What follows belongs to an exercise in optimizing a design on an open flow for small area, a short achievable clock period and few clock cycles; a production flow would make more cautious choices. The RTL was checked by simulation tests, not by an equivalence proof against the original design.

// FFT16_stream
module FFT16_stream (
	input             i_clk,
	input             i_rst,
	input             i_valid,
	input      [15:0] i_re,
	input      [15:0] i_im,
	output            o_ready,
	output reg        o_valid,
	output reg [15:0] o_re,
	output reg [15:0] o_im
);
	reg  [2:0] ph;
	reg  [3:0] wcnt;
	reg        rdy;
	wire       acc = i_valid & rdy;
	wire [3:0] wcnt_p1 = wcnt + 4'd1;
	wire [2:0] ph_n = ph + 3'd1;
	assign o_ready = rdy;
	always @(posedge i_clk or posedge i_rst) begin
		if (i_rst) begin
			ph   <= 3'd0;
			wcnt <= 4'd0;
			rdy  <= 1'b1;
		end else begin
			ph   <= ph_n;
			if (acc) wcnt <= wcnt_p1;
			rdy  <= acc ? (ph_n == wcnt_p1[2:0]) : (ph_n == wcnt[2:0]);
		end
	end
	reg        x_v;
	reg [15:0] x_re, x_im;
	always @(posedge i_clk or posedge i_rst) begin
		if (i_rst) x_v <= 1'b0;
		else       x_v <= acc;
	end
	always @(posedge i_clk) begin
		x_re <= i_re;
		x_im <= i_im;
	end
	wire        s0_v, s0_nr;
	wire [15:0] s0_re, s0_im;
	sdf_stage #(.LD(3), .JOUT(1), .OREG(1)) st0 (.i_clk(i_clk), .i_rst(i_rst), .i_v(x_v), .i_re(x_re), .i_im(x_im),
		.i_nr(1'b0), .o_v(s0_v), .o_re(s0_re), .o_im(s0_im), .o_nr(s0_nr));
	wire        s1_v;
	wire [15:0] s1_re, s1_im;
	sdf_stage #(.LD(2), .JOUT(0), .OREG(1)) st1 (.i_clk(i_clk), .i_rst(i_rst), .i_v(s0_v), .i_re(s0_re), .i_im(s0_im),
		.i_nr(s0_nr), .o_v(s1_v), .o_re(s1_re), .o_im(s1_im), .o_nr());
	wire        t2_v, t2_nr;
	wire [15:0] t2_re, t2_im;
	tw2 u_tw2 (.i_clk(i_clk), .i_rst(i_rst), .i_v(s1_v), .i_re(s1_re), .i_im(s1_im),
		.o_v(t2_v), .o_re(t2_re), .o_im(t2_im), .o_nr(t2_nr));
	wire        s2_v;
	wire [15:0] s2_re, s2_im;
	wire        s2_vn;
	wire [15:0] s2_ren;
	sdf_stage #(.LD(1), .JOUT(0), .OREG(1)) st2 (.i_clk(i_clk), .i_rst(i_rst), .i_v(t2_v), .i_re(t2_re), .i_im(t2_im),
		.i_nr(t2_nr), .o_v(s2_v), .o_re(s2_re), .o_im(s2_im), .o_nr(), .o_vn(s2_vn), .o_ren(s2_ren));
	wire        t3_v, t3_nr;
	wire [15:0] t3_re, t3_im;
	tw3 u_tw3 (.i_clk(i_clk), .i_rst(i_rst), .i_v(s2_v), .i_re(s2_re), .i_im(s2_im),
		.i_vn(s2_vn), .i_ren(s2_ren),
		.o_v(t3_v), .o_re(t3_re), .o_im(t3_im), .o_nr(t3_nr));
	wire        s3_v;
	wire [15:0] s3_re, s3_im;
	sdf_stage #(.LD(0), .JOUT(0), .OREG(0)) st3 (.i_clk(i_clk), .i_rst(i_rst), .i_v(t3_v), .i_re(t3_re), .i_im(t3_im),
  ...
Size: about 5800 cells after synthesis, ~1200 flip-flops, ~69 I/O pins.
==> flow/config.mk <==
export PLATFORM = sky130hd
export DESIGN_NAME = FFT16_stream
export DESIGN_NICKNAME = FFT16_stream
export VERILOG_FILES = /design/flow/design.v
export SDC_FILE = /design/flow/constraint.sdc
export NUM_CORES = 8
export LEC_CHECK = 0
export CAP_MARGIN = 20
export CORE_MARGIN = 2
export CORE_UTILIZATION = 65
export PLACE_DENSITY = 0.75
export SETUP_SLACK_MARGIN = 5
export SLEW_MARGIN = 20
==> flow/constraint.sdc <==
create_clock -name core_clock -period 10.0 [get_ports {i_clk}]
set_input_delay 2.0000 -clock core_clock [delete_from_list [all_inputs] [get_ports {i_clk}]]
set_output_delay 2.0000 -clock core_clock [all_outputs]
set_load 0.01 [all_outputs]
run.sh (not shown) runs the stock make flow with config.mk's settings and CLKGATE_MAP_FILE= SYNTH_SCRIPT=/design/flow/synth_recipe.tcl, a recipe that flattens the netlist after the stock synthesis.
Testbench counts at the start, summed over its fixed seeds: cycles 3,344.
Next try:
==> flow/flow/run.sh (new file) <==
#!/bin/bash
# standard flow; timing repair aims at a larger setup-slack margin and may resize cells freely
sed 's/SETUP_SLACK_MARGIN=5 /SETUP_SLACK_MARGIN=6.7 MATCH_CELL_FOOTPRINT=0 /' standard.sh > standard_m.sh
bash standard_m.sh > flow.log 2>&1
==> flow/standard.sh (new file) <==
#!/bin/bash
# synth_recipe.tcl (not shown) runs the flow's synth.tcl, then flattens the netlist and writes it again
# the make line also repeats each setting of config.mk as NAME=value (left out here)
make -C /OpenROAD-flow-scripts/flow DESIGN_CONFIG=/design/flow/config.mk WORK_HOME=/design/flow/orfs CLKGATE_MAP_FILE= SYNTH_SCRIPT=/design/flow/synth_recipe.tcl "${@:-finish}"
- CORE_UTILIZATION: 65 -> 50
- PLACE_DENSITY: 0.75 -> 0.6
removed: flow/run.sh
Outcome: Cell area goes up by 6.7%; die area goes up by 30%; worst hold slack gains 0.023 ns; global-route usage goes down by 4.8 points; cell count goes up by about 7%.

## what the ideal ports hide
Ports are ideal in the flow. The routed layouts listed here were re-timed in OpenROAD. Step 1: set_driving_cell puts a clkbuf_16 on i_clk and a buf_2 on each other input, an assumption about the parent block. Step 2 adds t to the input delays and takes it off the output delays; t is the mean of the earliest and latest rising clock arrival at the registers after step 1. Input paths then give back, and output paths get back, about the clock's delay inside the block. Slacks: ideal / step 1 / step 2; pairs: ideal / step 1.
run | t, ns | slack for setup (ns) | hold slack, ns
the first run | 0.742 | 5.245 / 5.245 / 5.245 | 0.282 / 0.282 / 0.282
the second run | 0.794 | 5.596 / 5.596 / 5.596 | 0.305 / 0.305 / 0.305
After both steps setup and hold are still met in every run listed.
